This design comes from an exercise in tuning for small area, a short achievable clock period and few clock cycles per item on the open sky130 flow, not from production work. At most, simulation tests tie the RTL to the original design; equivalence was not proved. Only the layout flow was run in runs 2 to 7; the RTL was not checked for function there. No activity file was given, so power comes from the tool's default toggle rates.

==> design.v <==
`timescale 1ns / 1ps
module regn(
    input [n-1:0] R,
    input Rin, Clock,
    output reg [n-1:0] Q
    );
parameter n = 16;
always@(posedge Clock)
    if(Rin)
        Q <= R;
endmodule
`timescale 1ns / 1ps
module upcount(
    input Clear, Clock,
    output reg [1:0] Q
    );
always@(posedge Clock)
    if(Clear)
        Q <= 2'b0;
    else
        Q <= Q + 1'b1;      
endmodule
`timescale 1ns / 1ps
module dec3to8(
    input [2:0] W,
    input En,
    output reg [7:0] Y
    );
always@(W or En)
begin
    if(En)
        case(W)
            3'b000: Y = 8'b00000001;
            3'b001: Y = 8'b00000010;
            3'b010: Y = 8'b00000100;
            3'b011: Y = 8'b00001000;
            3'b100: Y = 8'b00010000;
            3'b101: Y = 8'b00100000;
            3'b110: Y = 8'b01000000;
            3'b111: Y = 8'b10000000;
        endcase
    else
        Y = 8'b00000000;                    
end            
endmodule
`timescale 1ns / 1ps
module addsub(
    input [15:0] A, Buswires,
    input addsub_signal,
    output reg [15:0] sumdiff
    );
always@(*)
    case(addsub_signal)
        1'b0 : sumdiff <= A + Buswires;
        1'b1 : sumdiff <= A - Buswires;
    endcase
endmodule
`timescale 1ns / 1ps
module processor(
    input [15:0] DIN,
    input Resetn, Clock, Run,
    output reg Done,
    output reg [15:0] BusWires
    );
parameter MV = 3'h0;
parameter MVI = 3'h1;
parameter ADD = 3'h2;
parameter SUB = 3'h3;
parameter T0 = 2'b00;
parameter T1 = 2'b01;
parameter T2 = 2'b10;
parameter T3 = 2'b11;
parameter TRUE = 1'b1;
parameter FALSE = 1'b0;
parameter CLEAR = 1'b0;
parameter DIN_OUT = 2'b00;
parameter GOUT = 2'b01;
parameter RXOUT = 2'b10;
parameter RYOUT = 2'b11;
parameter OP_ADD = 1'b0;
parameter OP_SUB = 1'b1;
parameter WRITE = TRUE;
parameter REG_RESET = 8'b11111111;
reg IRin, Ain, Gin;
reg [1:0] BUS;
reg [7:0] Rin;
reg AddSub;
wire [7:0] Xreg, Yreg; 
wire [8:0] IR;
wire [15:0] R0,R1,R2,R3,R4,R5,R6,R7;    
wire [15:0] A, G, addsub_output;
wire [1:0] Tstep_Q;
wire [2:0] Instruction;
wire Clear = Done | ~Resetn | ~Run&~Tstep_Q[0]&~Tstep_Q[1];
upcount Tstep(Clear,Clock,Tstep_Q);
assign Instruction = IR[8:6];
dec3to8 decX(IR[5:3],1'b1,Xreg);   
dec3to8 decY(IR[2:0],1'b1,Yreg);
addsub mux0(A,BusWires,AddSub,addsub_output);
always@(Tstep_Q or Instruction or Xreg or Yreg)
begin   
Done = FALSE;
BUS = DIN_OUT;
Rin = 0;
IRin = CLEAR; 
Ain = CLEAR;
Gin = CLEAR;
AddSub = CLEAR;
    case(Tstep_Q)
        T0 :  
        begin
            IRin = WRITE;
        end 
        T1 :  
        case(Instruction)
            MV : 
                begin
                    Rin = Xreg; 
                    BUS = RYOUT;
                    Done = TRUE;
                end
            MVI : 
                begin
                    Rin = Xreg;
                    BUS = DIN_OUT;
                    Done = TRUE;
                end
            ADD : 
                begin
                    BUS = RXOUT;
                    Ain = WRITE;
                end
            SUB : 
                begin
                    BUS = RXOUT;
                    Ain = WRITE;
                end
       endcase   
       T2 :  
       case(Instruction)
            ADD : 
                begin
                    AddSub = OP_ADD;
                    BUS = RYOUT;
                    Gin = WRITE;
                end
            SUB : 
                begin
                    AddSub = OP_SUB;
                    BUS = RYOUT;
                    Gin = WRITE;
                end
      endcase                  
      T3 :  
      case(Instruction)
            ADD : 
                begin
                    BUS = GOUT;
                    Rin = Xreg;
                    Done = TRUE;
                end
            SUB : 
                begin
                    BUS = GOUT;
                    Rin = Xreg;
                    Done = TRUE;
                end
      endcase 
    endcase
end  
regn reg_0(BusWires,Rin[0],Clock,R0);
regn reg_1(BusWires,Rin[1],Clock,R1);
regn reg_2(BusWires,Rin[2],Clock,R2);
regn reg_3(BusWires,Rin[3],Clock,R3);
regn reg_4(BusWires,Rin[4],Clock,R4);
regn reg_5(BusWires,Rin[5],Clock,R5);
regn reg_6(BusWires,Rin[6],Clock,R6);
regn reg_7(BusWires,Rin[7],Clock,R7);
regn reg_A(BusWires,Ain,Clock,A);
regn reg_G(addsub_output,Gin,Clock,G);
regn #(.n(9)) reg_IR(DIN[15:7],IRin,Clock,IR);   
always@(*)
    case(BUS)
        DIN_OUT : BusWires <= DIN;   
        GOUT : BusWires <= G;        
        RXOUT :                      
        case(Xreg)
            8'b00000001 : BusWires = R0;
            8'b00000010 : BusWires = R1;
            8'b00000100 : BusWires = R2;
            8'b00001000 : BusWires = R3;
            8'b00010000 : BusWires = R4;
            8'b00100000 : BusWires = R5;
            8'b01000000 : BusWires = R6;
            8'b10000000 : BusWires = R7;
            default : BusWires = 16'h0000;
        endcase
        RYOUT :  
        case(Yreg)
            8'b00000001 : BusWires = R0;
            8'b00000010 : BusWires = R1;
            8'b00000100 : BusWires = R2;
            8'b00001000 : BusWires = R3;
            8'b00010000 : BusWires = R4;
            8'b00100000 : BusWires = R5;
            8'b01000000 : BusWires = R6;
            8'b10000000 : BusWires = R7;
            default : BusWires = 16'h0000;
        endcase    
    endcase
endmodule
==> run.sh <==
#!/bin/bash
# synth_recipe.tcl (not shown) runs the flow's synth.tcl, then flattens the netlist and writes it again
# the make line also repeats each setting of config.mk as NAME=value (left out here)
make -C /OpenROAD-flow-scripts/flow DESIGN_CONFIG=/design/flow/config.mk WORK_HOME=/design/flow/orfs CLKGATE_MAP_FILE= SYNTH_SCRIPT=/design/flow/synth_recipe.tcl finish
==> config.mk <==
export PLATFORM = sky130hd
export DESIGN_NAME = processor
export DESIGN_NICKNAME = processor
export VERILOG_FILES = /design/flow/design.v
export SDC_FILE = /design/flow/constraint.sdc
export NUM_CORES = 4
export LEC_CHECK = 0
export CAP_MARGIN = 20
export CORE_MARGIN = 2
export CORE_UTILIZATION = 40
export SLEW_MARGIN = 20
==> constraint.sdc <==
create_clock -name core_clock -period 10.0 [get_ports {Clock}]
set_input_delay 2.0000 -clock core_clock [delete_from_list [all_inputs] [get_ports {Clock}]]
set_output_delay 2.0000 -clock core_clock [all_outputs]
set_load 0.01 [all_outputs]
==> impl_metrics.env, run 1 <==
export IMPL_worst_pin_slew_ns=1.25
export IMPL_seqPwrFrac_pct=46.2
export IMPL_startpoint_type="flip-flop"
export IMPL_dp_cells=1085
export IMPL_cts_tree="built"
export IMPL_gp_congestion=0.966
export IMPL_slew_viol_final=0
export IMPL_final_util_pct=46.6
export IMPL_synthTopCellsByArea="edfxtp_1, a22oi_1, dfxtp_1"
export IMPL_cts_htree_levels=4
export IMPL_grt_pass1_vias=7148
export IMPL_cts_setup_buffers=0
export IMPL_cp_cell_sequence="inv_1, ha_1, and3b_1, a31oi_2, nor2_1, o211ai_2, a31oi_1, o41ai_1, inv_1, clkdlybuf4s50_1"
export IMPL_yosysWarnings=6
export IMPL_hold_viol_final=0
export IMPL_synthCells=767
export IMPL_cp_slowest_cell="o41ai_1"
export IMPL_vdd_drop_max_uv=100
export IMPL_path_depth=10
export IMPL_ys_ff_latch=187
export IMPL_critPathBufInv=3
export IMPL_synth_common_cells="edfxtp_1, a22oi_1, nor2_1"
export IMPL_cts_sink_count=187
export IMPL_yosysMostFrequentCell="edfxtp_1"
export IMPL_period_share_pct=69.9
export IMPL_ys_flop_type="edfxtp_1"
export IMPL_io_pins=36
export IMPL_cts_root_buf="clkbuf_16"
export IMPL_internal_power_mw=1.38
export IMPL_switching_power_mw=0.569
export IMPL_synth_area_um2=9340
export IMPL_place_hpwl_um=20400
export IMPL_synth_async_reset_ratio_pct=0
export IMPL_io_buffers=35
export IMPL_vias=7096
export IMPL_grt_max_degree=35
export IMPL_hold_ws_ns=0.553
export IMPL_min_path_type="reg -> reg"
export IMPL_setup_viol=0
export IMPL_pwr_share_comb_pct=17.6
export IMPL_drive_gt1_share_pct=9.70
export IMPL_drt_pass1_iter_count=6
export IMPL_core_um2=22800
export IMPL_ys_types=80
export IMPL_max_freq_mhz=143
export IMPL_seq_area_frac_synth_pct=58.2
export IMPL_area_delta_synth_final_pct=13.8
export IMPL_crit_top_cell="inv_1"
export IMPL_critPathMaxStageDelay_ns=0.77
export IMPL_relSlewSlack_pct=16.3
export IMPL_syn_area_per_cell_um2=12.2
export IMPL_critical_path_class="reg -> out"
export IMPL_powerDensity_nw_per_um2=184
export IMPL_initial_core_util_pct=41.0
export IMPL_worstPathArrival_ns=4.99
export IMPL_switching_share_pct=29.2
export IMPL_cts_inserted_buffers=17
export IMPL_rsz0062_at_grt="no"
export IMPL_drv_cap=0
export IMPL_clkPwrFrac_pct=36.1
export IMPL_drt_initial_drc_count=1012
export IMPL_holdBufCountCts=0
export IMPL_syn_nets=808
export IMPL_die_area_um2=24600
export IMPL_viasPerCell=6.35
export IMPL_clk_latency_ns=0.45
export IMPL_grt_usage_pct=25.3
export IMPL_synth_edf_count=169
export IMPL_drtAntennaViolNets=0
export IMPL_wl_per_cell_um=27.0
export IMPL_drcViolationCount=0
export IMPL_cts_resized_gates=0
export IMPL_fin_skew_ns=0.0100
export IMPL_die_w_um=157
export IMPL_num_nets_final=832
export IMPL_insertedDiodeCount=0
export IMPL_cp_top_family="compound AO/OA/AOI/OAI gates"
export IMPL_power_leakage_nw=3.42
export IMPL_gr_total_overflow=0
export IMPL_cp_required_ns=8.00
export IMPL_chipHeight_um=157
export IMPL_hold_path_depth=2
export IMPL_min_period_ns=6.99
export IMPL_layout_cells_non_filler=1117
export IMPL_rows=55
export IMPL_clkTransAtPathRegs_ns=0.07
export IMPL_synth_top_area_share_pct=54.3
export IMPL_critPathMaxFanout=19
export IMPL_wl_um=30200
export IMPL_yosys_area_top_type="edfxtp_1"
export IMPL_clk_path_buf_depth=2
export IMPL_setup_tns_final_ns=0
export IMPL_outcome="timing/DRC/antenna clean"
export IMPL_worstSetupEndpointType="output pin"
export IMPL_grt_pass1_wl_um=44800
export IMPL_antenna_found_initial=0
export IMPL_r2r_cells=23
==> path summary, 6_finish.rpt <==
kind                          from                     to  slack, ns
min          Tstep.Q[1]$_SDFF_PP0_  Tstep.Q[0]$_SDFF_PP0_       0.55
max          Tstep.Q[0]$_SDFF_PP0_           BusWires[11]       3.01
max reg2reg  Tstep.Q[0]$_SDFF_PP0_  reg_G.Q[14]$_DFFE_PP_       3.63
min reg2reg  Tstep.Q[1]$_SDFF_PP0_  Tstep.Q[0]$_SDFF_PP0_       0.55
==> per-layer routing <==
metal	routed length [µm]	track usage [%]	part of all wire, %
met2	13900	39.8	46
met5	0	0	0
met3	3310	6.56	11
met1	11800	32.9	39
met4	1190	11.6	3.9
==> area by class of cell <==
cell class                 count  area [µm²]
inverter                      27         101
tap                          313         392
clock inverter                14         173
multi-input combinational    516        3690
timing repair buffer          42         403
fill                        1988       12200
sequential                   187        5440
clock buffer                  18         429
==> state kept, by name (all words and copies together) (netlist names) <==
name / count
reg_IR.Q: 9
reg_2.Q: 16
Xreg: 8
reg_1.Q: 16
reg_5.Q: 16
Tstep.Q: 2
reg_7.Q: 16
reg_A.Q: 16
reg_4.Q: 16
Yreg: 8
reg_3.Q: 16
reg_0.Q: 16
reg_6.Q: 16
reg_G.Q: 16
==> cell families after synthesis <==
group	synth area share, %
xor gates and xnor gates	2.25
and+or+nand+nor	12.5
DFF	58.2
adders and majority gates	3.03
AOI/OAI and AO/OA	20.4
muxes	0.697
buffers and inverters	2.92
==> through the flow <==
step           area (µm²)  setup slack [ns]  total power, mW
6_report            10600              3.01             1.95
5_1_grt             10600              2.71             2.01
4_1_cts             10600              3.08             1.94
3_5_place_dp        10000              3.59             1.25
3_3_place_gp        10000              3.65             1.25
2_1_floorplan        9340              4.86             1.13
==> power by group through the flow <==
stage	Sequential (mW)	Clock, mW	Combinational (mW)
2_1_floorplan	0.911	0	0.221
3_3_place_gp	0.918	0	0.329
3_5_place_dp	0.919	0	0.333
4_1_cts	0.901	0.708	0.335
5_1_grt	0.904	0.740	0.368
6_report	0.901	0.705	0.343
==> placed cells by master (no fill, tap or decap), drive strengths merged, types with 5 or more instances in the layout <==
cell type / n
a21oi: 20
a221oi: 12
a222oi: 6
a22o: 9
a22oi: 88
a31oi: 20
and2: 14
and3: 10
buf: 7
clkbuf: 18
clkdlybuf4s50: 35
dfxtp: 18
edfxtp: 169
ha: 21
inv: 35
nand2: 32
nor2: 76
nor2b: 20
nor3: 8
nor3b: 5
nor4: 7
nor4b: 9
o21ai: 19
o22ai: 24
o2bb2ai: 5
o31ai: 6
or2: 7
or3: 5
xnor2: 16
xor2: 8
==> worst register-to-register path: cells and delay by family (launching register included) <==
kind | cells | cell delay [ns]
buffers and inverters | 2 | 0.16
adders and majority gates | 3 | 0.91
and+or+nand+nor | 5 | 1.44
DFF | 1 | 0.37
AOI/OAI and AO/OA | 13 | 3.22
Testbench counts, summed over its fixed seeds: cycles 24,092, items 8,000.
==> run 2, diff against run 1 <==
==> design.v (replaced) <==
module processor(
    input [15:0] DIN,
    input Resetn, Clock, Run,
    output reg Done,
    output reg [15:0] BusWires
    );
reg [127:0] rf;         
reg         pend;       
reg [2:0]   mvi_rx;     
wire [2:0] rx = DIN[12:10];
wire [2:0] ry = DIN[9:7];
wire is_mvi = ~DIN[14] & DIN[13];    
wire use_x  = DIN[14];               
wire sub    = DIN[13];               
wire [15:0] X = rf[16*rx +: 16];
wire [15:0] Y = rf[16*ry +: 16];
wire [15:0] alu = (X & {16{use_x}}) + (Y ^ {16{sub}}) + {15'd0, sub};
always @(*) begin
    BusWires = pend ? DIN : alu;
    Done = Resetn & (pend | (Run & ~is_mvi));
end
wire [2:0] wa = pend ? mvi_rx : rx;
integer i;
always @(posedge Clock) begin
    if (!pend) mvi_rx <= rx;
    pend <= Resetn & ~pend & Run & is_mvi;
    for (i = 0; i < 8; i = i + 1)
        if (Done && wa == i) rf[16*i +: 16] <= BusWires;
end
endmodule
==> impl_metrics.env, run 2 <==
export IMPL_synth_edf_count=128
export IMPL_cts_sink_count=132
export IMPL_synthTopCellsByArea="edfxtp_1, mux4_2, mux2i_1"
export IMPL_grt_max_degree=23
export IMPL_worstSetupEndpointType="output pin"
export IMPL_drtAntennaViolNets=0
export IMPL_holdBufCountCts=0
export IMPL_critical_path_class="in -> out"
export IMPL_slew_viol_final=0
export IMPL_period_share_pct=88.1
export IMPL_final_common_cell="edfxtp_1"
export IMPL_core_um2=17300
export IMPL_io_buffers=35
export IMPL_synth_area_um2=7060
export IMPL_die_w_um=137
export IMPL_cts_resized_gates=0
export IMPL_yosysMostFrequentCell="edfxtp_1"
export IMPL_rsz0062_at_grt="no"
export IMPL_cts_root_buf="clkbuf_16"
export IMPL_yosysWarnings=1
export IMPL_reg_top3="rf (128), mvi_rx (3), pend (1)"
export IMPL_worst_pin_slew_ns=0.977
export IMPL_powerDensity_nw_per_um2=196
export IMPL_min_period_ns=8.81
export IMPL_use_met1_pct=26.3
export IMPL_die_area_um2=18700
export IMPL_fin_skew_ns=0.00982
export IMPL_drcViolationCount=0
export IMPL_io_pins=36
export IMPL_setup_tns_final_ns=0
export IMPL_wl_per_cell_um=22.6
export IMPL_clk_latency_ns=0.42
export IMPL_grt_pass1_wl_um=25300
export IMPL_place_hpwl_um=10500
export IMPL_hold_viol_final=0
export IMPL_synth_common_cells="edfxtp_1, mux4_2, mux2i_1"
export IMPL_pwr_share_comb_pct=19.6
export IMPL_synthCells=439
export IMPL_grt_pass1_vias=4277
export IMPL_grt_usage_pct=19.0
export IMPL_critPathMaxStageDelay_ns=0.93
export IMPL_ys_ff_latch=132
export IMPL_cp_top_family="buffers and inverters"
export IMPL_grt_busiest_layer="met2"
export IMPL_cts_htree_levels=4
export IMPL_insertedDiodeCount=0
export IMPL_dp_slack_ns=1.20
export IMPL_ys_flop_type="edfxtp_1"
export IMPL_largest_reg_flops=128
export IMPL_critPathBufInv=3
export IMPL_drt_initial_drc_count=244
export IMPL_layout_setup_ws_ns=1.19
export IMPL_power_leakage_nw=2.79
export IMPL_worstPathArrival_ns=6.81
export IMPL_min_path_type="reg -> reg"
export IMPL_switching_share_pct=25.8
export IMPL_layout_cells_non_filler=720
export IMPL_outcome="timing/DRC/antenna clean"
export IMPL_relSlewSlack_pct=34.3
export IMPL_cp_slowest_cell="clkdlybuf4s50_1"
export IMPL_synth_top_area_share_pct=54.4
export IMPL_largest_register="rf"
export IMPL_gr_total_overflow=0
export IMPL_final_util_pct=48.0
export IMPL_startpoint_type="input pin"
export IMPL_cp_cell_sequence="clkdlybuf4s50_1, mux4_2, mux2i_4, mux2i_1, inv_1, fa_1, nor2b_1, o31a_1, o41ai_1, a211oi_1, o21bai_1, a2111o_1, nand3_1, clkdlybuf4s50_1"
export IMPL_crit_top_cell="clkdlybuf4s50_1"
export IMPL_syn_nets=473
export IMPL_initial_core_util_pct=40.8
export IMPL_synth_async_reset_ratio_pct=0
export IMPL_clk_path_buf_depth=2
export IMPL_rows=48
export IMPL_drt_pass1_iter_count=4
export IMPL_met3_usage_pct=3.70
export IMPL_drv_cap=0
export IMPL_mostFrequentLayoutCells="edfxtp_1, mux4_2, mux2i_1, clkdlybuf4s50_1, nand2_1"
export IMPL_ys_types=46
export IMPL_drive_gt1_share_pct=26.9
export IMPL_max_freq_mhz=114
export IMPL_fill_cells=1472
export IMPL_switching_power_mw=0.419
export IMPL_cp_required_ns=8.00
export IMPL_chipHeight_um=137
export IMPL_antenna_found_initial=0
export IMPL_seqPwrFrac_pct=41.8
export IMPL_cts_inserted_buffers=17
export IMPL_grt_util_met2_pct=30.1
export IMPL_num_nets_final=516
export IMPL_clkTransAtPathRegs_ns=0.06
export IMPL_seq_area_frac_synth_pct=55.5
export IMPL_yosys_area_top_type="edfxtp_1"
export IMPL_internal_power_mw=1.21
export IMPL_vdd_drop_max_uv=129
export IMPL_vias=4042
export IMPL_wl_um=16300
export IMPL_clkPwrFrac_pct=38.6
export IMPL_cts_setup_buffers=0
export IMPL_gp_congestion=0.806
export IMPL_cts_tree="built"
export IMPL_syn_area_per_cell_um2=16.1
export IMPL_setup_viol=0
export IMPL_dp_cells=688
export IMPL_critPathMaxFanout=11
export IMPL_area_delta_synth_final_pct=17.5
export IMPL_viasPerCell=5.61
[run 2: cell count changes after synthesis, moves of 10 or more]
cell      before  now
and2_1        14    2
mux4_2         0   64
a221oi_1      12    0
nor2_1        76   16
a21oi_1       20    6
dfxtp_1       18    4
edfxtp_1     169  128
mux2i_1        2   31
a22oi_1       88    0
inv_1         26    7
a31oi_1       18    2
and3_1        10    0
o22ai_1       23    0
[run 2: metal layers]
| metal | vias to the layer above | share of wire, % |
|---|---|---|
| met5 | - | 0 |
| met4 | 0 | 1.5 |
| met3 | 14 | 4.2 |
| met2 | 89 | 49 |
| met1 | 2089 | 45 |
| li1 | 1850 | - |
[run 2: worst register-to-register path, delay by kind of cell, from the launching register on]
kind / cells / cell delay, ns
compound gates: 5 / 1.22
mux: 3 / 1.18
fa+ha+maj: 1 / 0.42
simple gates: 2 / 0.41
flops: 1 / 0.39
buf+inv: 1 / 0.13
[run 2: cells by family (layout without fill, tap and decap cells)]
group | after synthesis | after routing | share of synthesized area, %
compound gates | 50 | 50 | 4.94
xor+xnor | 27 | 27 | 3.35
fa+ha+maj | 15 | 15 | 2.76
buf+inv | 38 | 94 | 2.27
flops | 132 | 132 | 55.5
mux | 100 | 100 | 25.8
simple gates | 77 | 77 | 5.38
[run 2: worst paths after layout]
check	from	slack, ns	end	depth (start not counted)
worst max-delay path	DIN[9]	1.19	BusWires[14]	14
worst min-delay path	mvi_rx[2]$_DFF_P_	0.49	mvi_rx[2]$_DFF_P_	1
worst max register to register	rf[96]$_DFFE_PP_	6.05	rf[14]$_DFFE_PP_	12
worst min register to register	mvi_rx[2]$_DFF_P_	0.49	mvi_rx[2]$_DFF_P_	1
[run 2: final cells by class]
class | count | area, µm² | share of cell area [%]
clock inverters | 11 | 125 | 1.51
repair buffers | 52 | 458 | 5.52
clock buffers | 21 | 480 | 5.79
flip-flops and latches | 132 | 3920 | 47.3
well taps | 225 | 282 | 3.39
inverters | 10 | 37.5 | 0.452
multi-input cells | 269 | 2990 | 36.1
[run 2: through the flow]
stage / cell area, µm² / hold WS (ns) / total power, mW
detailed placement: 7690 / 0.474 / 1.01
CTS: 8300 / 0.488 / 1.64
floorplan: 7060 / 0.458 / 0.894
finish: 8300 / 0.489 / 1.62
global route: 8300 / 0.517 / 1.69
global placement: 7690 / 0.476 / 1.01
[run 2: power groups by stage]
stage	clock network (mW)	logic, mW	registers (mW)
floorplan	0	0.206	0.688
global placement	0	0.316	0.690
detailed placement	0	0.321	0.691
CTS	0.640	0.323	0.679
global route	0.657	0.353	0.681
finish	0.627	0.319	0.679
==> run 3, diff against run 2 <==
--- a/config.mk
+++ b/config.mk
@@ -8,4 +8,5 @@
 export CAP_MARGIN = 20
 export CORE_MARGIN = 2
 export CORE_UTILIZATION = 40
+export SETUP_SLACK_MARGIN = 5
 export SLEW_MARGIN = 20
==> impl_metrics.env, run 3 <==
export IMPL_outcome="timing/DRC/antenna clean"
export IMPL_grt_pass1_vias=4807
export IMPL_cts_inserted_buffers=17
export IMPL_ys_ff_latch=132
export IMPL_cp_slowest_cell="mux4_2"
export IMPL_io_buffers=35
export IMPL_drtAntennaViolNets=0
export IMPL_insertedDiodeCount=0
export IMPL_grt_pass1_wl_um=27600
export IMPL_die_area_um2=18700
export IMPL_synthCells=439
export IMPL_cp_required_ns=8.00
export IMPL_cts_sink_count=132
export IMPL_rsz0062_at_grt="yes"
export IMPL_critPathBufInv=6
export IMPL_cts_tree="built"
export IMPL_worst_pin_slew_ns=1.04
export IMPL_synth_area_um2=7060
export IMPL_cts_htree_levels=4
export IMPL_critPathMaxFanout=4
export IMPL_drt_initial_drc_count=330
export IMPL_min_period_ns=7.11
export IMPL_antenna_found_initial=0
export IMPL_worstSetupEndpointType="output pin"
export IMPL_largest_register="rf"
export IMPL_final_common_cell="edfxtp_1"
export IMPL_crit_top_cell="buf_6"
export IMPL_period_share_pct=71.1
export IMPL_max_freq_mhz=141
export IMPL_num_nets_final=604
export IMPL_yosysMostFrequentCell="edfxtp_1"
export IMPL_critPathMaxStageDelay_ns=0.49
export IMPL_largest_reg_flops=128
export IMPL_area_delta_synth_final_pct=35.6
export IMPL_layout_cells_non_filler=807
export IMPL_place_hpwl_um=10700
export IMPL_fin_skew_ns=0.0143
export IMPL_gr_total_overflow=0
export IMPL_ys_types=46
export IMPL_io_pins=36
export IMPL_drcViolationCount=0
export IMPL_cp_top_family="multiplexers"
export IMPL_drt_pass1_iter_count=4
export IMPL_grt_usage_pct=20.7
export IMPL_synthTopCellsByArea="edfxtp_1, mux4_2, mux2i_1"
export IMPL_yosys_area_top_type="edfxtp_1"
export IMPL_power_leakage_nw=3.44
export IMPL_slew_viol_final=0
export IMPL_rows=48
export IMPL_setup_tns_final_ns=0
export IMPL_hold_viol_final=0
export IMPL_place_area_um2=7810
export IMPL_initial_core_util_pct=40.8
export IMPL_vias=4488
export IMPL_relSlewSlack_pct=30.8
export IMPL_seq_area_frac_synth_pct=55.5
export IMPL_syn_area_per_cell_um2=16.1
export IMPL_clk_latency_ns=0.41
export IMPL_chipHeight_um=137
export IMPL_ys_flop_type="edfxtp_1"
export IMPL_yosysWarnings=1
export IMPL_reg_top3="rf (128), mvi_rx (3), pend (1)"
export IMPL_synth_common_cells="edfxtp_1, mux4_2, mux2i_1"
export IMPL_drive_gt1_share_pct=49.7
export IMPL_synth_top_area_share_pct=54.4
export IMPL_gp_congestion=0.885
export IMPL_mostFrequentLayoutCells="edfxtp_1, buf_4, mux4_2, mux2i_1, nand2_1"
export IMPL_synth_async_reset_ratio_pct=0
export IMPL_drv_cap=0
export IMPL_clkTransAtPathRegs_ns=0.05
export IMPL_dp_cells=687
export IMPL_core_um2=17300
export IMPL_min_path_type="reg -> reg"
export IMPL_viasPerCell=5.56
export IMPL_synth_edf_count=128
export IMPL_postLayoutCellArea_um2=9580
export IMPL_startpoint_type="input pin"
export IMPL_vdd_drop_max_uv=130
export IMPL_syn_nets=473
export IMPL_critical_path_class="in -> out"
export IMPL_die_w_um=137
export IMPL_cp_cell_sequence="buf_16, buf_12, mux4_2, mux2i_1, xnor2_1, ha_1, a21o_1, a21o_1, a221oi_4, buf_6, buf_6, buf_6, o21ai_4, xnor2_1, mux2_4, buf_6"
export IMPL_wl_per_cell_um=23.2
export IMPL_grt_max_degree=40
export IMPL_setup_viol=0
export IMPL_cts_root_buf="clkbuf_16"
export IMPL_worstPathArrival_ns=5.11
export IMPL_powerDensity_nw_per_um2=183
export IMPL_wl_um=18700
export IMPL_clk_path_buf_depth=2
[run 3: cell count changes in the layout (fill, tap and decap cells not counted), sizes merged, moves of 2 or more]
cell,delta
dlygate4sd2,+2
buf,+103
clkdlybuf4s50,-21
clkinvlp,-5
bufbuf,+2
clkbuf,+4
clkinv,+2
[run 3: power breakdown]
part	total (mW)	internal [mW]	leakage, nW	switching [mW]
Combinational	0.499	0.254	1.99	0.245
Sequential	0.679	0.673	1.19	0.00628
Clock	0.574	0.362	0.261	0.212
[run 3: area by class of cell]
cell class,instances,area (µm²)
clock buffers,24,452
clock inverters,7,82.6
fillers,1362,7720
inverters,10,40.0
multi-input cells,269,3350
flip-flops and latches,132,3930
well taps,225,282
repair buffers,140,1450
[run 3: worst paths after layout]
kind,start,end,slack [ns],depth (start not counted)
worst max-delay path,DIN[7],BusWires[15],2.89,16
worst min-delay path,mvi_rx[2]$_DFF_P_,mvi_rx[2]$_DFF_P_,0.50,1
worst max register to register,rf[114]$_DFFE_PP_,rf[63]$_DFFE_PP_,6.46,14
worst min register to register,mvi_rx[2]$_DFF_P_,mvi_rx[2]$_DFF_P_,0.50,1
[run 3: cells by family (layout without fill, tap and decap cells)]
group | after synthesis | after routing | synth area share, %
compound gates | 50 | 50 | 4.94
xor+xnor | 27 | 27 | 3.35
fa+ha+maj | 15 | 15 | 2.76
buf+inv | 38 | 181 | 2.27
flops | 132 | 132 | 55.5
mux | 100 | 100 | 25.8
simple gates | 77 | 77 | 5.38
[run 3: timing repair]
item | in CTS | in global routing
setup buffers | 63 | 22
gates cloned | 3 | 1
endpoints found under the hold margin | 0 | 0
endpoints found under the setup margin | 105 | 39
gates resized for setup | 149 | 37
hold buffers | 0 | 0
pin swaps | 46 | 32
[run 3: routing by layer]
metal / track usage [%] / part of all wire [%] / routed length, µm
met1: 27.1 / 43 / 8110
met2: 35.5 / 52 / 9720
met5: 0 / 0 / 0
met4: 5.61 / 0.92 / 172
met3: 3.74 / 3.8 / 709
[run 3: through the flow]
stage                     total power, mW  utilization, %  setup slack [ns]  hold WS [ns]
after global placement               1.03            45.1              1.79         0.471
after global routing                 1.81            55.4              2.79         0.522
after floorplan                     0.920               -              3.13         0.458
after detailed placement             1.03            45.1              1.72         0.484
final                                1.75            55.4              2.89         0.500
after CTS                            1.70            53.2              2.85         0.497
==> run 4, diff against run 3 <==
--- a/config.mk
+++ b/config.mk
@@ -8,5 +8,5 @@
 export CAP_MARGIN = 20
 export CORE_MARGIN = 2
 export CORE_UTILIZATION = 40
-export SETUP_SLACK_MARGIN = 5
+export SETUP_SLACK_MARGIN = 2
 export SLEW_MARGIN = 20
==> impl_metrics.env, run 4 <==
export IMPL_yosysMostFrequentCell="edfxtp_1"
export IMPL_mostFrequentLayoutCells="edfxtp_1, mux4_2, mux2i_1, clkdlybuf4s50_1, nand2_1"
export IMPL_seq_area_frac_synth_pct=55.5
export IMPL_vdd_drop_max_uv=128
export IMPL_cts_htree_levels=4
export IMPL_largest_reg_flops=128
export IMPL_setup_viol=0
export IMPL_largest_register="rf"
export IMPL_fill_cells=1469
export IMPL_cts_sink_count=132
export IMPL_clk_path_buf_depth=2
export IMPL_max_freq_mhz=126
export IMPL_hold_path_depth=1
export IMPL_r2r_cells=12
export IMPL_worst_pin_slew_ns=0.941
export IMPL_yosysWarnings=1
export IMPL_grt_pass1_vias=4283
export IMPL_final_common_cell="edfxtp_1"
export IMPL_cts_setup_buffers=0
export IMPL_synthCells=439
export IMPL_syn_area_per_cell_um2=16.1
export IMPL_setup_tns_final_ns=0
export IMPL_cp_required_ns=8.00
export IMPL_wl_per_cell_um=22.6
export IMPL_insertedDiodeCount=0
export IMPL_cts_root_buf="clkbuf_16"
export IMPL_io_buffers=35
export IMPL_synth_common_cells="edfxtp_1, mux4_2, mux2i_1"
export IMPL_ys_flop_type="edfxtp_1"
export IMPL_die_area_um2=18700
export IMPL_synthTopCellsByArea="edfxtp_1, mux4_2, mux2i_1"
export IMPL_drt_pass1_iter_count=4
export IMPL_grt_max_degree=23
export IMPL_grt_pass1_wl_um=25400
export IMPL_reg2reg_slack_ns=6.38
export IMPL_core_um2=17300
export IMPL_io_pins=36
export IMPL_ys_ff_latch=132
export IMPL_holdBufCountCts=0
export IMPL_place_area_um2=7690
export IMPL_hold_viol_final=0
export IMPL_syn_nets=473
export IMPL_cts_inserted_buffers=17
export IMPL_chipHeight_um=137
export IMPL_critical_path_class="in -> out"
export IMPL_min_path_type="reg -> reg"
export IMPL_gr_total_overflow=0
export IMPL_worstSetupEndpointType="output pin"
export IMPL_place_hpwl_um=10500
export IMPL_powerDensity_nw_per_um2=195
export IMPL_outcome="timing/DRC/antenna clean"
export IMPL_clk_latency_ns=0.42
export IMPL_ys_types=46
export IMPL_worstPathArrival_ns=5.92
export IMPL_period_share_pct=79.2
export IMPL_relSlewSlack_pct=36.6
export IMPL_drtAntennaViolNets=0
export IMPL_power_leakage_nw=2.82
export IMPL_drt_initial_drc_count=255
export IMPL_rsz0062_at_grt="yes"
export IMPL_wl_um=16300
export IMPL_yosys_area_top_type="edfxtp_1"
export IMPL_synth_async_reset_ratio_pct=0
export IMPL_critPathMaxFanout=20
export IMPL_critical_path_startpoint="DIN[8]"
export IMPL_synth_top_area_share_pct=54.4
export IMPL_grt_usage_pct=19.0
export IMPL_vias=4068
export IMPL_area_delta_synth_final_pct=18.7
export IMPL_rows=48
export IMPL_synth_edf_count=128
export IMPL_die_w_um=137
export IMPL_reg_top3="rf (128), mvi_rx (3), pend (1)"
export IMPL_viasPerCell=5.65
export IMPL_r2r_start="rf[80]$_DFFE_PP_"
export IMPL_drive_gt1_share_pct=29.3
export IMPL_min_period_ns=7.92
export IMPL_startpoint_type="input pin"
export IMPL_postLayoutCellArea_um2=8380
export IMPL_gp_congestion=0.806
export IMPL_num_nets_final=516
export IMPL_reg2reg_to="rf[14]$_DFFE_PP_"
export IMPL_initial_core_util_pct=40.8
export IMPL_endpoint="BusWires[14]"
export IMPL_synth_area_um2=7060
export IMPL_antenna_found_initial=0
export IMPL_clkTransAtPathRegs_ns=0.06
export IMPL_drcViolationCount=0
export IMPL_slew_viol_final=0
export IMPL_fin_skew_ns=0.00851
export IMPL_drv_cap=0
export IMPL_cts_tree="built"
[run 4: changes by cell type in the layout (fill, tap and decap cells not counted), sizes merged]
cell and delta:
buf -103, clkdlybuf4s50 +18, clkinvlp +5, clkbuf -3, bufbuf -2, clkinv -2
dlygate4sd2 -2, clkdlybuf4s15 +1, inv +1
[run 4: how the worst min path moves through the flow]
stage,start,endpoint,slack [ns]
6_report,mvi_rx[2]$_DFF_P_,mvi_rx[2]$_DFF_P_,0.49
5_1_grt,mvi_rx[2]$_DFF_P_,mvi_rx[2]$_DFF_P_,0.52
4_1_cts,mvi_rx[2]$_DFF_P_,mvi_rx[2]$_DFF_P_,0.49
3_5_place_dp,mvi_rx[2]$_DFF_P_,mvi_rx[2]$_DFF_P_,0.47
3_3_place_gp,mvi_rx[2]$_DFF_P_,mvi_rx[2]$_DFF_P_,0.48
2_1_floorplan,mvi_rx[2]$_DFF_P_,mvi_rx[2]$_DFF_P_,0.46
[run 4: logic make-up after synthesis]
family / synth area share (%)
flip-flops: 55.5
multiplexers: 25.8
AND/OR/NAND/NOR: 5.38
AO/OA/AOI/OAI: 4.94
buffers and inverters: 2.27
XOR/XNOR: 3.35
adder cells (fa/ha/maj): 2.76
[run 4: layout make-up]
cell class / instances / area (µm²) / area share [%]
repair buffers: 52 / 484 / 5.78
inverters: 10 / 37.5 / 0.448
clock inverters: 11 / 125 / 1.49
multi-input cells: 269 / 3050 / 36.4
well taps: 225 / 282 / 3.36
flip-flops and latches: 132 / 3920 / 46.8
clock buffers: 21 / 480 / 5.73
[run 4: metrics by stage]
step                power [mW]  setup WS (ns)  std cells  util, %  hold WS [ns]
CTS                       1.65           1.90        720     48.3         0.488
detailed placement        1.01           1.20        688     44.5         0.474
floorplan                0.894           2.67        439        -         0.458
finish                    1.63           2.08        720     48.5         0.491
global placement          1.01           1.38        688     44.5         0.476
global route              1.70           1.89        720     48.5         0.517
[run 4: repair_timing]
item | in CTS | in global routing
endpoints found under the setup margin | 13 | 9
gates resized for setup | 16 | 13
gates cloned | 0 | 0
[run 4: power breakdown]
part	switching, mW	leakage, nW	total [mW]	internal [mW]
combinational	0.184	1.35	0.328	0.144
clock	0.235	0.284	0.628	0.393
sequential	0.00510	1.19	0.679	0.674
[run 4: worst max-delay path: stages]
cell and delay [ns]:
buf_6 0.23, mux4_2 0.58, mux2i_4 0.22, mux2i_4 0.34
inv_1 0.09, fa_1 0.40, nor2b_1 0.16, o31a_1 0.21
o41ai_2 0.12, a211oi_2 0.30, o21bai_1 0.15, a2111o_1 0.39
nand3_2 0.15, clkdlybuf4s50_1 0.56
[run 4: layer usage]
metal | GRT usage, % | share of wire [%] | up-vias
met4 | 6.30 | 1.4 | 0
met1 | 26.3 | 45 | 2081
li1 | - | - | 1851
met3 | 3.70 | 4.9 | 14
met2 | 30.4 | 49 | 122
met5 | 0 | 0 | -
==> run 5, diff against run 4 <==
--- a/config.mk
+++ b/config.mk
@@ -8,5 +8,5 @@
 export CAP_MARGIN = 20
 export CORE_MARGIN = 2
 export CORE_UTILIZATION = 40
-export SETUP_SLACK_MARGIN = 2
+export SETUP_SLACK_MARGIN = 4
 export SLEW_MARGIN = 20
==> impl_metrics.env, run 5 <==
export IMPL_relSlewSlack_pct=33.9
export IMPL_startpoint_type="input pin"
export IMPL_synth_top_area_share_pct=54.4
export IMPL_antenna_found_initial=0
export IMPL_path_depth=14
export IMPL_yosys_area_top_type="edfxtp_1"
export IMPL_cts_inserted_buffers=17
export IMPL_drv_cap=0
export IMPL_cp_required_ns=8.00
export IMPL_grt_pass1_vias=4818
export IMPL_min_path_type="reg -> reg"
export IMPL_insertedDiodeCount=0
export IMPL_fill_cells=1375
export IMPL_syn_nets=473
export IMPL_power_leakage_nw=3.38
export IMPL_reg_top3="rf (128), mvi_rx (3), pend (1)"
export IMPL_grt_pass1_wl_um=28000
export IMPL_mostFrequentLayoutCells="edfxtp_1, buf_4, mux4_2, nand2_1, xnor2_1"
export IMPL_place_area_um2=7780
export IMPL_critical_path_startpoint="DIN[8]"
export IMPL_seq_area_um2=3930
export IMPL_drcViolationCount=0
export IMPL_die_area_um2=18700
export IMPL_gr_total_overflow=0
export IMPL_reg2reg_slack_ns=6.34
export IMPL_critical_path_class="in -> out"
export IMPL_ys_flop_type="edfxtp_1"
export IMPL_synthCells=439
export IMPL_pwr_share_comb_pct=25.9
export IMPL_grt_max_degree=40
export IMPL_io_buffers=35
export IMPL_drtAntennaViolNets=0
export IMPL_largest_reg_flops=128
export IMPL_endpoint="BusWires[14]"
export IMPL_gp_congestion=0.812
export IMPL_synth_edf_count=128
export IMPL_clk_latency_ns=0.42
export IMPL_dp_cells=684
export IMPL_die_w_um=137
export IMPL_fin_skew_ns=0.0111
export IMPL_r2r_cells=14
export IMPL_postLayoutCellArea_um2=9510
export IMPL_initial_core_util_pct=40.8
export IMPL_clkPwrFrac_pct=36.8
export IMPL_rows=48
export IMPL_clk_path_buf_depth=2
export IMPL_core_um2=17300
export IMPL_hold_ws_ns=0.490
export IMPL_internal_power_mw=1.35
export IMPL_layout_cells_non_filler=801
export IMPL_powerDensity_nw_per_um2=192
export IMPL_synth_area_um2=7060
export IMPL_io_pins=36
export IMPL_drt_initial_drc_count=386
export IMPL_clkTransAtPathRegs_ns=0.06
export IMPL_outcome="timing/DRC/antenna clean"
export IMPL_synth_common_cells="edfxtp_1, mux4_2, mux2i_1"
export IMPL_chipHeight_um=137
export IMPL_slew_viol_final=0
export IMPL_yosysMostFrequentCell="edfxtp_1"
export IMPL_wl_um=18300
export IMPL_grt_usage_pct=20.8
export IMPL_worstPathArrival_ns=4.98
export IMPL_worstSetupEndpointType="output pin"
export IMPL_seqPwrFrac_pct=37.2
export IMPL_seq_area_frac_synth_pct=55.5
export IMPL_hold_viol_final=0
export IMPL_place_hpwl_um=10400
export IMPL_critPathMaxStageDelay_ns=0.53
export IMPL_ys_ff_latch=132
export IMPL_wl_per_cell_um=22.9
export IMPL_synth_async_reset_ratio_pct=0
export IMPL_r2r_start="rf[112]$_DFFE_PP_"
export IMPL_switching_power_mw=0.474
export IMPL_yosysWarnings=1
export IMPL_switching_share_pct=26.0
export IMPL_setup_tns_final_ns=0
export IMPL_critPathBufInv=3
export IMPL_viasPerCell=5.70
export IMPL_multi_input_area_um2=3320
export IMPL_period_share_pct=69.8
export IMPL_reg2reg_to="rf[12]$_DFFE_PP_"
export IMPL_drt_pass1_iter_count=5
export IMPL_total_power_mw=1.82
export IMPL_cts_root_buf="clkbuf_16"
export IMPL_final_common_cell="edfxtp_1"
export IMPL_crit_top_cell="mux2i_4"
export IMPL_worst_pin_slew_ns=0.992
export IMPL_cts_tree="built"
export IMPL_cts_sink_count=132
export IMPL_cp_cell_sequence="buf_16, mux4_2, mux2i_4, mux2i_4, inv_2, fa_2, nor2b_4, o31a_1, o41ai_4, a211oi_2, o21bai_1, a2111o_1, nand3_4, buf_6"
export IMPL_vdd_drop_max_uv=98.6
export IMPL_min_period_ns=6.98
export IMPL_cp_slowest_cell="mux4_2"
export IMPL_max_freq_mhz=143
export IMPL_ys_types=46
export IMPL_cts_htree_levels=4
export IMPL_vias=4568
export IMPL_synthTopCellsByArea="edfxtp_1, mux4_2, mux2i_1"
export IMPL_cp_top_family="compound AO/OA/AOI/OAI gates"
export IMPL_setup_viol=0
export IMPL_area_delta_synth_final_pct=34.7
export IMPL_rsz0062_at_grt="yes"
export IMPL_critPathMaxFanout=3
export IMPL_num_nets_final=597
export IMPL_syn_area_per_cell_um2=16.1
export IMPL_largest_register="rf"
export IMPL_drive_gt1_share_pct=48.8
-- run 5: kinds of logic (layout without fill, tap and decap cells) --
kind of cell	count (synthesis)	in the layout	synth area share, %
flops	132	132	55.5
mux	100	100	25.8
simple gates	77	77	5.38
compound gates	50	50	4.94
buf+inv	38	175	2.27
xor+xnor	27	27	3.35
fa+ha+maj	15	15	2.76
-- run 5: area by class of cell --
type,instances,share of cell area [%]
multi-input cells,269,34.9
clock buffers,17,4.47
repair buffers,133,13.8
well taps,225,2.96
flip-flops and latches,132,41.3
inverters,10,0.395
clock inverters,15,2.24
-- run 5: through the flow --
stage / worst slack [ns] / utilization, %
3_3_place_gp: 1.72 / 44.9
4_1_cts: 2.91 / 53.2
3_5_place_dp: 1.60 / 45.0
5_1_grt: 2.84 / 55.0
2_1_floorplan: 3.13 / -
6_report: 3.02 / 55.0
-- run 5: layer usage --
layer	track usage, %	wire, µm	up-vias
met3	3.44	818	21
li1	-	-	2009
met5	0	0	-
met2	34.5	9360	134
met1	28.0	7850	2404
met4	6.87	284	0
-- run 5: worst min-delay path by stage --
| stage | startpoint | to | slack, ns | depth (start not counted) |
|---|---|---|---|---|
| floorplan | mvi_rx[2]$_DFF_P_ | mvi_rx[2]$_DFF_P_ | 0.46 | 1 |
| CTS | mvi_rx[2]$_DFF_P_ | mvi_rx[2]$_DFF_P_ | 0.49 | 1 |
| detailed placement | mvi_rx[2]$_DFF_P_ | mvi_rx[2]$_DFF_P_ | 0.47 | 1 |
| finish | mvi_rx[2]$_DFF_P_ | mvi_rx[2]$_DFF_P_ | 0.49 | 1 |
| global route | mvi_rx[2]$_DFF_P_ | mvi_rx[2]$_DFF_P_ | 0.51 | 1 |
| global placement | mvi_rx[2]$_DFF_P_ | mvi_rx[2]$_DFF_P_ | 0.47 | 1 |
-- run 5: power by group through the flow --
stage | logic [mW] | clock network [mW] | registers [mW]
after floorplan | 0.231 | 0 | 0.687
after global placement | 0.335 | 0 | 0.690
after detailed placement | 0.340 | 0 | 0.691
after CTS | 0.427 | 0.679 | 0.679
after global routing | 0.510 | 0.702 | 0.680
final | 0.473 | 0.671 | 0.679
-- run 5: timing repair --
action | CTS | global route
buffers inserted | 63 | 19
cloned | 3 | 0
pin swaps | 40 | 32
gates resized for setup | 111 | 47
endpoints found under the setup margin | 17 | 16
hold buffers | 0 | 0
==> run 6, diff against run 5 <==
--- a/config.mk
+++ b/config.mk
@@ -8,5 +8,5 @@
 export CAP_MARGIN = 20
 export CORE_MARGIN = 2
 export CORE_UTILIZATION = 40
-export SETUP_SLACK_MARGIN = 4
+export SETUP_SLACK_MARGIN = 3
 export SLEW_MARGIN = 20
==> impl_metrics.env, run 6 <==
export IMPL_outcome="timing/DRC/antenna clean"
export IMPL_period_share_pct=71.2
export IMPL_wl_um=18000
export IMPL_drcViolationCount=0
export IMPL_cts_root_buf="clkbuf_16"
export IMPL_worstSetupEndpointType="output pin"
export IMPL_synth_common_cells="edfxtp_1, mux4_2, mux2i_1"
export IMPL_relSlewSlack_pct=40.0
export IMPL_seq_area_frac_synth_pct=55.5
export IMPL_worst_pin_slew_ns=0.897
export IMPL_r2r_start="rf[96]$_DFFE_PP_"
export IMPL_cp_cell_sequence="buf_16, mux4_2, mux2i_4, mux2i_4, inv_1, fa_2, nor2b_2, o31a_1, o41ai_4, a211oi_2, o21bai_2, a2111o_1, nand3_4, buf_6"
export IMPL_critical_path_startpoint="DIN[8]"
export IMPL_critPathMaxStageDelay_ns=0.53
export IMPL_slew_viol_final=0
export IMPL_core_um2=17300
export IMPL_min_path_type="reg -> reg"
export IMPL_grt_usage_pct=20.3
export IMPL_drv_cap=0
export IMPL_clk_latency_ns=0.42
export IMPL_synth_edf_count=128
export IMPL_setup_viol=0
export IMPL_mostFrequentLayoutCells="edfxtp_1, buf_4, mux4_2, mux2i_1, nand2_1"
export IMPL_initial_core_util_pct=40.8
export IMPL_ys_ff_latch=132
export IMPL_startpoint_type="input pin"
export IMPL_worstPathArrival_ns=5.12
export IMPL_holdBufCountCts=0
export IMPL_worstHoldStart="mvi_rx[2]$_DFF_P_"
export IMPL_fin_skew_ns=0.00949
export IMPL_drt_initial_drc_count=342
export IMPL_largest_register="rf"
export IMPL_power_leakage_nw=3.18
export IMPL_grt_pass1_wl_um=27100
export IMPL_cts_sink_count=132
export IMPL_syn_nets=473
export IMPL_clkTransAtPathRegs_ns=0.05
export IMPL_place_hpwl_um=10900
export IMPL_clk_path_buf_depth=2
export IMPL_synthTopCellsByArea="edfxtp_1, mux4_2, mux2i_1"
export IMPL_synth_top_area_share_pct=54.4
export IMPL_gr_total_overflow=0
export IMPL_setup_tns_final_ns=0
export IMPL_cts_inserted_buffers=17
export IMPL_rsz0062_at_grt="yes"
export IMPL_chipHeight_um=137
export IMPL_antenna_found_initial=0
export IMPL_yosysMostFrequentCell="edfxtp_1"
export IMPL_drtAntennaViolNets=0
export IMPL_critPathMaxFanout=4
export IMPL_syn_area_per_cell_um2=16.1
export IMPL_drive_gt1_share_pct=41.2
export IMPL_total_power_mw=1.70
export IMPL_vias=4422
export IMPL_insertedDiodeCount=0
export IMPL_layout_cells_non_filler=776
export IMPL_powerDensity_nw_per_um2=188
export IMPL_gp_congestion=0.876
export IMPL_postLayoutCellArea_um2=9020
export IMPL_synth_async_reset_ratio_pct=0
export IMPL_synthCells=439
export IMPL_area_delta_synth_final_pct=27.7
export IMPL_io_pins=36
export IMPL_yosys_area_top_type="edfxtp_1"
export IMPL_yosysWarnings=1
export IMPL_vdd_drop_max_uv=137
export IMPL_die_w_um=137
export IMPL_die_area_um2=18700
export IMPL_viasPerCell=5.70
export IMPL_num_nets_final=572
export IMPL_cts_tree="built"
export IMPL_dp_cells=686
export IMPL_final_common_cell="edfxtp_1"
export IMPL_io_buffers=35
export IMPL_place_area_um2=7720
export IMPL_hold_viol_final=0
export IMPL_drt_pass1_iter_count=4
export IMPL_ys_types=46
export IMPL_reg_top3="rf (128), mvi_rx (3), pend (1)"
export IMPL_synth_area_um2=7060
export IMPL_cts_htree_levels=4
export IMPL_wl_per_cell_um=23.2
export IMPL_cp_slowest_cell="mux4_2"
export IMPL_crit_top_cell="mux2i_4"
export IMPL_largest_reg_flops=128
export IMPL_min_period_ns=7.12
export IMPL_critical_path_class="in -> out"
export IMPL_rows=48
export IMPL_grt_pass1_vias=4681
export IMPL_cp_required_ns=8.00
export IMPL_fill_cells=1398
export IMPL_ys_flop_type="edfxtp_1"
export IMPL_grt_max_degree=35
export IMPL_max_freq_mhz=141
run 6: through the flow:
step           setup slack, ns  utilization, %  hold slack [ns]
2_1_floorplan             3.02               -            0.458
3_3_place_gp              1.69            44.6            0.476
3_5_place_dp              1.51            44.6            0.484
4_1_cts                   2.77            50.9            0.498
5_1_grt                   2.81            52.1            0.503
6_report                  2.88            52.1            0.507
run 6: cell type report:
| cell class | instances | area [µm²] | share of cell area, % |
|---|---|---|---|
| Sequential cell | 132 | 3920 | 43.5 |
| Multi-Input combinational cell | 269 | 3170 | 35.1 |
| Timing Repair Buffer | 108 | 1040 | 11.5 |
| Clock buffer | 19 | 433 | 4.80 |
| Tap cell | 225 | 282 | 3.12 |
| Clock inverter | 13 | 136 | 1.51 |
| Inverter | 10 | 37.5 | 0.416 |
run 6: what timing repair did:
item / CTS / global route
pin swaps: 22 / 18
setup endpoints to repair: 15 / 14
gates resized for setup: 88 / 28
buffers inserted: 40 / 16
cloned: 1 / 1
run 6: cells by family after synthesis:
kind of cell               count (synthesis)  share of synthesized area (%)
muxes                                    100                           25.8
xor gates and xnor gates                  27                           3.35
DFF                                      132                           55.5
adders and majority gates                 15                           2.76
AOI/OAI and AO/OA                         50                           4.94
and+or+nand+nor                           77                           5.38
buffers and inverters                     38                           2.27
run 6: per-layer routing:
| metal | track usage, % | vias to the layer above | wire length [µm] |
|---|---|---|---|
| li1 | - | 1972 | - |
| met1 | 25.7 | 2301 | 7610 |
| met2 | 34.3 | 128 | 9210 |
| met3 | 4.11 | 21 | 857 |
| met4 | 8.02 | 0 | 320 |
| met5 | 0 | - | 0 |
run 6: report_power, final:
part	leakage (nW)	internal, mW	switching, mW	total, mW
Clock	0.270	0.365	0.227	0.592
Combinational	1.72	0.206	0.222	0.428
Sequential	1.19	0.673	0.00534	0.678
run 6: worst paths after layout:
kind                                           to  slack [ns]  depth (start not counted)
worst max-delay path                 BusWires[14]        2.88                         14
worst max register to register  rf[124]$_DFFE_PP_        6.39                         13
worst min-delay path            mvi_rx[2]$_DFF_P_        0.51                          1
worst min register to register  mvi_rx[2]$_DFF_P_        0.51                          1
run 6: worst max-delay path, delay by kind of cell:
kind / cells / cell delay [ns]
AOI/OAI and AO/OA: 5 / 1.22
muxes: 3 / 1.03
adders and majority gates: 1 / 0.35
buffers and inverters: 3 / 0.28
and+or+nand+nor: 2 / 0.22
==> run 7, diff against run 6 <==
--- a/design.v
+++ b/design.v
@@ -12,15 +12,22 @@
 wire is_mvi = ~DIN[14] & DIN[13];    
 wire use_x  = DIN[14];               
 wire sub    = DIN[13];               
-wire [15:0] X = rf[16*rx +: 16];
-wire [15:0] Y = rf[16*ry +: 16];
-wire [15:0] alu = (X & {16{use_x}}) + (Y ^ {16{sub}}) + {15'd0, sub};
+reg [15:0] X, Y;
+integer i;
+always @(*) begin
+    X = 16'd0;
+    Y = 16'd0;
+    for (i = 0; i < 8; i = i + 1) begin
+        X = X | (rf[16*i +: 16] & {16{use_x && rx == i}});
+        Y = Y | (rf[16*i +: 16] & {16{ry == i}});
+    end
+end
+wire [15:0] alu = X + (Y ^ {16{sub}}) + {15'd0, sub};
 always @(*) begin
     BusWires = pend ? DIN : alu;
     Done = Resetn & (pend | (Run & ~is_mvi));
 end
 wire [2:0] wa = pend ? mvi_rx : rx;
-integer i;
 always @(posedge Clock) begin
     if (!pend) mvi_rx <= rx;
     pend <= Resetn & ~pend & Run & is_mvi;
--- a/config.mk
+++ b/config.mk
@@ -8,5 +8,5 @@
 export CAP_MARGIN = 20
 export CORE_MARGIN = 2
 export CORE_UTILIZATION = 40
-export SETUP_SLACK_MARGIN = 3
+export SETUP_SLACK_MARGIN = 2
 export SLEW_MARGIN = 20
==> impl_metrics.env, run 7 <==
export IMPL_fin_skew_ns=0.0143
export IMPL_cts_htree_levels=4
export IMPL_vias=5513
export IMPL_clk_latency_ns=0.43
export IMPL_largest_register="rf"
export IMPL_setup_tns_final_ns=0
export IMPL_largest_reg_flops=128
export IMPL_wl_um=21700
export IMPL_drtAntennaViolNets=0
export IMPL_period_share_pct=78.5
export IMPL_io_buffers=35
export IMPL_die_area_um2=18500
export IMPL_holdBufCountCts=0
export IMPL_yosysMostFrequentCell="edfxtp_1"
export IMPL_chipHeight_um=136
export IMPL_gr_total_overflow=0
export IMPL_outcome="timing/DRC/antenna clean"
export IMPL_vdd_drop_max_uv=115
export IMPL_critical_path_class="in -> out"
export IMPL_yosysWarnings=1
export IMPL_wl_per_cell_um=24.9
export IMPL_ys_flop_type="edfxtp_1"
export IMPL_place_hpwl_um=14100
export IMPL_initial_core_util_pct=40.6
export IMPL_worst_pin_slew_ns=0.912
export IMPL_min_path_type="reg -> reg"
export IMPL_drive_gt1_share_pct=21.1
export IMPL_cts_root_buf="clkbuf_16"
export IMPL_synth_edf_count=128
export IMPL_ys_ff_latch=132
export IMPL_syn_nets=595
export IMPL_insertedDiodeCount=0
export IMPL_rows=48
export IMPL_io_pins=36
export IMPL_viasPerCell=6.34
export IMPL_synth_async_reset_ratio_pct=0
export IMPL_clkTransAtPathRegs_ns=0.06
export IMPL_final_common_cell="edfxtp_1"
export IMPL_reg_top3="rf (128), mvi_rx (3), pend (1)"
export IMPL_synth_xor_area_share_pct=3.01
export IMPL_drv_cap=0
export IMPL_cts_sink_count=132
export IMPL_cts_inserted_buffers=17
export IMPL_startpoint_type="input pin"
export IMPL_synthCells=561
export IMPL_max_freq_mhz=127
export IMPL_clk_path_buf_depth=2
export IMPL_area_delta_synth_final_pct=24.5
export IMPL_seq_area_frac_synth_pct=56.3
export IMPL_rsz0062_at_grt="yes"
export IMPL_syn_area_per_cell_um2=12.4
export IMPL_cp_required_ns=8.00
export IMPL_mostFrequentLayoutCells="edfxtp_1, a22oi_1, buf_4, nand2_1, clkdlybuf4s50_1"
export IMPL_core_um2=17200
export IMPL_muxShareOfSynthArea_pct=9.26
export IMPL_cts_tree="built"
export IMPL_setup_viol=0
export IMPL_worstSetupEndpointType="output pin"
export IMPL_synth_adder_area_share_pct=2.80
export IMPL_synth_area_um2=6970
export IMPL_grt_max_degree=39
export IMPL_synth_top_family_by_area="compound AO/OA/AOI/OAI gates"
export IMPL_worstPathArrival_ns=5.85
export IMPL_drt_pass1_iter_count=6
export IMPL_yosys_area_top_type="edfxtp_1"
export IMPL_synth_common_cells="edfxtp_1, a22oi_1, nor2_1"
export IMPL_grt_usage_pct=23.9
export IMPL_drt_initial_drc_count=705
export IMPL_grt_pass1_wl_um=31900
export IMPL_antenna_found_initial=0
export IMPL_powerDensity_nw_per_um2=199
export IMPL_power_leakage_nw=3.07
export IMPL_gp_congestion=0.978
export IMPL_ys_types=53
export IMPL_critPathMaxFanout=9
export IMPL_die_w_um=136
export IMPL_synth_simple_gate_area_share_pct=9.24
export IMPL_drcViolationCount=0
export IMPL_synthTopCellsByArea="edfxtp_1, a22oi_1, mux4_2"
export IMPL_relSlewSlack_pct=38.6
export IMPL_num_nets_final=667
export IMPL_synth_compound_area_share_pct=16.7
export IMPL_synth_top_area_share_pct=55.1
export IMPL_grt_pass1_vias=5388
export IMPL_layout_setup_ws_ns=2.15
export IMPL_hold_viol_final=0
export IMPL_min_period_ns=7.85
export IMPL_slew_viol_final=0
export IMPL_dp_slack_ns=0.731
[run 7: changes by cell type after synthesis, sizes merged, moves of 11 or more]
| cell | before | now |
|---|---|---|
| mux4 | 64 | 14 |
| a22oi | 1 | 50 |
| nor2 | 16 | 37 |
| a21oi | 6 | 25 |
| a221oi | 1 | 15 |
| nand3 | 3 | 14 |
[run 7: layout make-up]
cell class	instances	area, µm²
clock buffer	18	429
clock inverter	13	209
multi-input combinational	382	3000
sequential	132	3920
timing repair buffer	85	783
inverter	15	58.8
fill	1478	8500
tap	225	282
[run 7: cells by family after synthesis]
kind of cell / Yosys count
buffers and inverters: 47
and+or+nand+nor: 135
xor gates and xnor gates: 24
muxes: 46
DFF: 132
AOI/OAI and AO/OA: 162
adders and majority gates: 15
[run 7: what timing repair did]
| action | CTS | global route |
|---|---|---|
| setup endpoints to repair | 14 | 10 |
| gates cloned | 1 | 0 |
| endpoints found under the hold margin | 0 | 0 |
| setup buffers | 14 | 3 |
| resized for setup | 45 | 13 |
| pin swaps | 7 | 4 |
[run 7: worst max-delay path, cell delays in order]
cell and delay (ns):
clkdlybuf4s15_2 0.27, inv_4 0.12, mux4_2 0.56, a221o_1 0.38, nand2_1 0.12, inv_1 0.07
fa_1 0.45, nor2b_1 0.11, o21ai_0 0.11, a211o_1 0.32, a21boi_2 0.18, buf_4 0.14
nor3_1 0.04, o31ai_1 0.23, buf_4 0.20, clkdlybuf4s50_1 0.54
[run 7: final timing paths]
kind | startpoint | to | slack (ns) | cells past startpoint
min | mvi_rx[2]$_DFF_P_ | mvi_rx[2]$_DFF_P_ | 0.49 | 1
min reg2reg | mvi_rx[2]$_DFF_P_ | mvi_rx[2]$_DFF_P_ | 0.49 | 1
max reg2reg | rf[32]$_DFFE_PP_ | rf[46]$_DFFE_PP_ | 6.16 | 15
max | DIN[7] | BusWires[8] | 2.15 | 16
[run 7: power breakdown]
part | switching (mW) | total [mW] | internal, mW
sequential | 0.00620 | 0.682 | 0.676
combinational | 0.218 | 0.380 | 0.163
clock | 0.228 | 0.668 | 0.440
[run 7: per-layer routing]
metal / up-vias / wire [µm] / part of all wire, % / global-route usage (%)
met1: 2744 / 9000 / 42 / 32.3
met4: 0 / 757 / 3.5 / 11.5
met2: 344 / 9920 / 46 / 36.6
li1: 2361 / - / - / -
met5: - / 0 / 0 / 0
met3: 64 / 1990 / 9.2 / 4.96
[run 7: through the flow]
step                hold WS (ns)  area, µm²  util, %  total power [mW]  cells
floorplan                  0.458       6970        -             0.890    561
global placement           0.473       7730     45.0              1.03    821
detailed placement         0.483       7730     45.0              1.03    821
CTS                        0.496       8600     50.1              1.73    867
global route               0.516       8680     50.5              1.79    870
finish                     0.490       8680     50.5              1.73    870
==> run 8, diff against run 7 <==
--- a/design.v
+++ b/design.v
@@ -10,21 +10,20 @@
 wire [2:0] rx = DIN[12:10];
 wire [2:0] ry = DIN[9:7];
 wire is_mvi = ~DIN[14] & DIN[13];    
-wire use_x  = DIN[14];               
-wire sub    = DIN[13];               
+wire use_x  = ~pend & DIN[14];       
+wire sub    = ~pend & DIN[13];       
 reg [15:0] X, Y;
 integer i;
 always @(*) begin
     X = 16'd0;
-    Y = 16'd0;
+    Y = DIN & {16{pend}};
     for (i = 0; i < 8; i = i + 1) begin
         X = X | (rf[16*i +: 16] & {16{use_x && rx == i}});
-        Y = Y | (rf[16*i +: 16] & {16{ry == i}});
+        Y = Y | (rf[16*i +: 16] & {16{!pend && ry == i}});
     end
 end
-wire [15:0] alu = X + (Y ^ {16{sub}}) + {15'd0, sub};
 always @(*) begin
-    BusWires = pend ? DIN : alu;
+    BusWires = X + (Y ^ {16{sub}}) + {15'd0, sub};
     Done = Resetn & (pend | (Run & ~is_mvi));
 end
 wire [2:0] wa = pend ? mvi_rx : rx;
==> impl_metrics.env, run 8 <==
export IMPL_cp_slowest_cell="clkdlybuf4s50_1"
export IMPL_synth_adder_area_share_pct=2.93
export IMPL_final_common_cell="edfxtp_1"
export IMPL_drv_cap=0
export IMPL_synth_common_cells="edfxtp_1, a22oi_1, nor2_1"
export IMPL_grt_pass1_vias=5157
export IMPL_period_share_pct=79.1
export IMPL_cts_tree="built"
export IMPL_grt_pass1_wl_um=31100
export IMPL_synth_async_reset_ratio_pct=0
export IMPL_max_freq_mhz=126
export IMPL_gp_congestion=0.925
export IMPL_synth_edf_count=128
export IMPL_chipHeight_um=133
export IMPL_worstPathArrival_ns=5.91
export IMPL_hold_viol_final=0
export IMPL_power_leakage_nw=2.84
export IMPL_cts_inserted_buffers=17
export IMPL_startpoint_type="input pin"
export IMPL_yosysMostFrequentCell="edfxtp_1"
export IMPL_clk_path_buf_depth=2
export IMPL_cts_sink_count=132
export IMPL_initial_core_util_pct=40.6
export IMPL_rsz0062_at_grt="yes"
export IMPL_drt_pass1_iter_count=7
export IMPL_cp_cell_sequence="clkdlybuf4s15_2, or3b_4, nor3b_4, buf_4, buf_4, a22oi_1, nand4_1, ha_1, a21o_1, a21oi_1, o21bai_1, a21o_1, a31oi_1, o21bai_1, xor2_2, clkdlybuf4s50_1"
export IMPL_layout_setup_ws_ns=2.09
export IMPL_io_pins=36
export IMPL_wl_um=21300
export IMPL_setup_tns_final_ns=0
export IMPL_yosys_area_top_type="edfxtp_1"
export IMPL_largest_reg_flops=128
export IMPL_drt_initial_drc_count=696
export IMPL_wl_per_cell_um=25.9
export IMPL_synthTopCellsByArea="edfxtp_1, a22oi_1, xnor2_1"
export IMPL_outcome="timing/DRC/antenna clean"
export IMPL_antenna_found_initial=0
export IMPL_clk_latency_ns=0.43
export IMPL_synthCells=513
export IMPL_vdd_drop_max_uv=145
export IMPL_powerDensity_nw_per_um2=206
export IMPL_syn_area_per_cell_um2=13.0
export IMPL_clkTransAtPathRegs_ns=0.06
export IMPL_grt_usage_pct=24.4
export IMPL_reg_top3="rf (128), mvi_rx (3), pend (1)"
export IMPL_critPathMaxFanout=9
export IMPL_insertedDiodeCount=0
export IMPL_synth_compound_area_share_pct=19.4
export IMPL_cts_htree_levels=4
export IMPL_fin_skew_ns=0.00815
export IMPL_synth_xor_area_share_pct=3.55
export IMPL_muxShareOfSynthArea_pct=1.90
export IMPL_vias=5329
export IMPL_area_delta_synth_final_pct=24.5
export IMPL_drive_gt1_share_pct=24.3
export IMPL_synth_area_um2=6660
export IMPL_critical_path_class="in -> out"
export IMPL_relSlewSlack_pct=42.8
export IMPL_die_w_um=133
export IMPL_io_buffers=35
export IMPL_dp_cells=775
export IMPL_mostFrequentLayoutCells="edfxtp_1, a22oi_1, buf_4, clkdlybuf4s50_1, nor2_1"
export IMPL_critPathBufInv=4
export IMPL_critPathMaxStageDelay_ns=0.61
export IMPL_seq_area_frac_synth_pct=58.9
export IMPL_ys_types=58
export IMPL_gr_total_overflow=0
export IMPL_worstSetupEndpointType="output pin"
export IMPL_drtAntennaViolNets=0
export IMPL_synth_top_area_share_pct=57.7
export IMPL_synth_simple_gate_area_share_pct=10.6
export IMPL_rows=47
export IMPL_cp_required_ns=8.00
export IMPL_dp_slack_ns=0.976
export IMPL_min_path_type="reg -> reg"
export IMPL_cp_top_family="buffers and inverters"
export IMPL_worst_pin_slew_ns=0.857
export IMPL_drcViolationCount=0
export IMPL_min_period_ns=7.91
export IMPL_cts_root_buf="clkbuf_16"
export IMPL_layout_cells_non_filler=824
export IMPL_place_hpwl_um=13300
export IMPL_num_nets_final=625
export IMPL_die_area_um2=17700
export IMPL_syn_nets=547
export IMPL_slew_viol_final=0
export IMPL_synth_top_family_by_area="compound AO/OA/AOI/OAI gates"
export IMPL_ys_flop_type="edfxtp_1"
export IMPL_total_power_mw=1.71
export IMPL_ys_ff_latch=132
export IMPL_viasPerCell=6.47
export IMPL_grt_max_degree=20
export IMPL_core_um2=16400
export IMPL_fill_cells=1360
export IMPL_largest_register="rf"
export IMPL_yosysWarnings=1
export IMPL_setup_viol=0
-- run 8: report_power, final --
group,switching (mW),internal (mW),total [mW]
logic,0.227,0.170,0.396
clock network,0.243,0.369,0.612
registers,0.00800,0.691,0.699
total,0.478,1.23,1.71
-- run 8: path summary, 6_finish.rpt --
path	from	to	slack, ns	cells after the start
max reg2reg	pend$_DFF_P_	rf[79]$_DFFE_PP_	5.42	16
min	mvi_rx[2]$_DFF_P_	mvi_rx[2]$_DFF_P_	0.49	1
min reg2reg	mvi_rx[2]$_DFF_P_	mvi_rx[2]$_DFF_P_	0.49	1
max	DIN[14]	BusWires[13]	2.09	16
-- run 8: area by class of cell --
cell class,instances,area [µm²],share of cell area (%)
Clock buffer,18,429,5.18
Sequential cell,132,3920,47.3
Timing Repair Buffer,87,747,9.01
Tap cell,220,275,3.32
Multi-Input combinational cell,340,2710,32.7
Clock inverter,14,155,1.87
Inverter,13,48.8,0.589
-- run 8: kinds of logic (layout without fill, tap and decap cells) --
family                     after synthesis  after routing
buffers and inverters                   41            132
muxes                                   10             10
and+or+nand+nor                        125            125
xor gates and xnor gates                27             27
adders and majority gates               15             15
DFF                                    132            132
AOI/OAI and AO/OA                      163            163
-- run 8: through the flow --
stage	utilization (%)	hold slack, ns	area (µm²)
after detailed placement	45.5	0.476	7470
after global routing	50.5	0.513	8290
after global placement	45.5	0.465	7470
final	50.5	0.489	8290
after CTS	50.0	0.491	8210
after floorplan	-	0.458	6660
-- run 8: routing by layer --
| metal | wire [µm] | up-vias | track usage, % |
|---|---|---|---|
| li1 | - | 2229 | - |
| met1 | 9060 | 2633 | 33.0 |
| met3 | 1890 | 73 | 5.33 |
| met4 | 954 | 0 | 13.3 |
| met2 | 9420 | 394 | 36.6 |
| met5 | 0 | - | 0 |
-- run 8: repair_timing --
item	in CTS	in global routing
gates resized for setup	44	22
pin swaps	7	5
setup buffers	11	6
hold buffers	0	0
gates cloned	0	0
setup endpoints to repair	12	9
Testbench counts of run 8, summed over its fixed seeds: cycles 9,996, items 8,000.

-- static timing again, ports no longer ideal --
The results above use ideal ports. As a check the final layouts listed here were re-extracted and re-timed, cells and wires unchanged.
Step 1 (the two cells are an assumption about what drives the block):
set clk [get_ports {Clock}]
set_driving_cell -lib_cell sky130_fd_sc_hd__clkbuf_16 $clk
set_driving_cell -lib_cell sky130_fd_sc_hd__buf_2 [delete_from_list [all_inputs] $clk]
Step 2 moves the port delays by t, midway between the first and last clock arrival at a register: inputs arrive t later, outputs are due t later. That takes back most of the time a late clock gives input paths.
Slacks: ideal / step 1 / step 2; pairs: ideal / step 1.
run	t, ns	setup slack, ns	worst register clock-pin slew, ns	cell pins on the clock port's net
run 1	0.491	3.006 / 2.957 / 3.448	0.08 / 0.08	1
run 2	0.460	1.192 / 1.164 / 1.164	0.06 / 0.06	1
run 3	0.450	2.885 / 2.760 / 2.760	0.06 / 0.06	1
run 4	0.463	2.080 / 2.036 / 2.036	0.06 / 0.06	1
run 5	0.460	3.021 / 2.932 / 2.932	0.06 / 0.06	1
run 6	0.454	2.883 / 2.793 / 2.793	0.06 / 0.06	1
run 7	0.462	2.150 / 2.128 / 2.128	0.06 / 0.06	1
run 8	0.466	2.086 / 2.063 / 2.063	0.06 / 0.06	1
After both steps setup and hold are still met in every run listed. The setup slack of run 3, which loses most, moves by -0.125 ns with the drivers and by -0.125 ns with both steps.
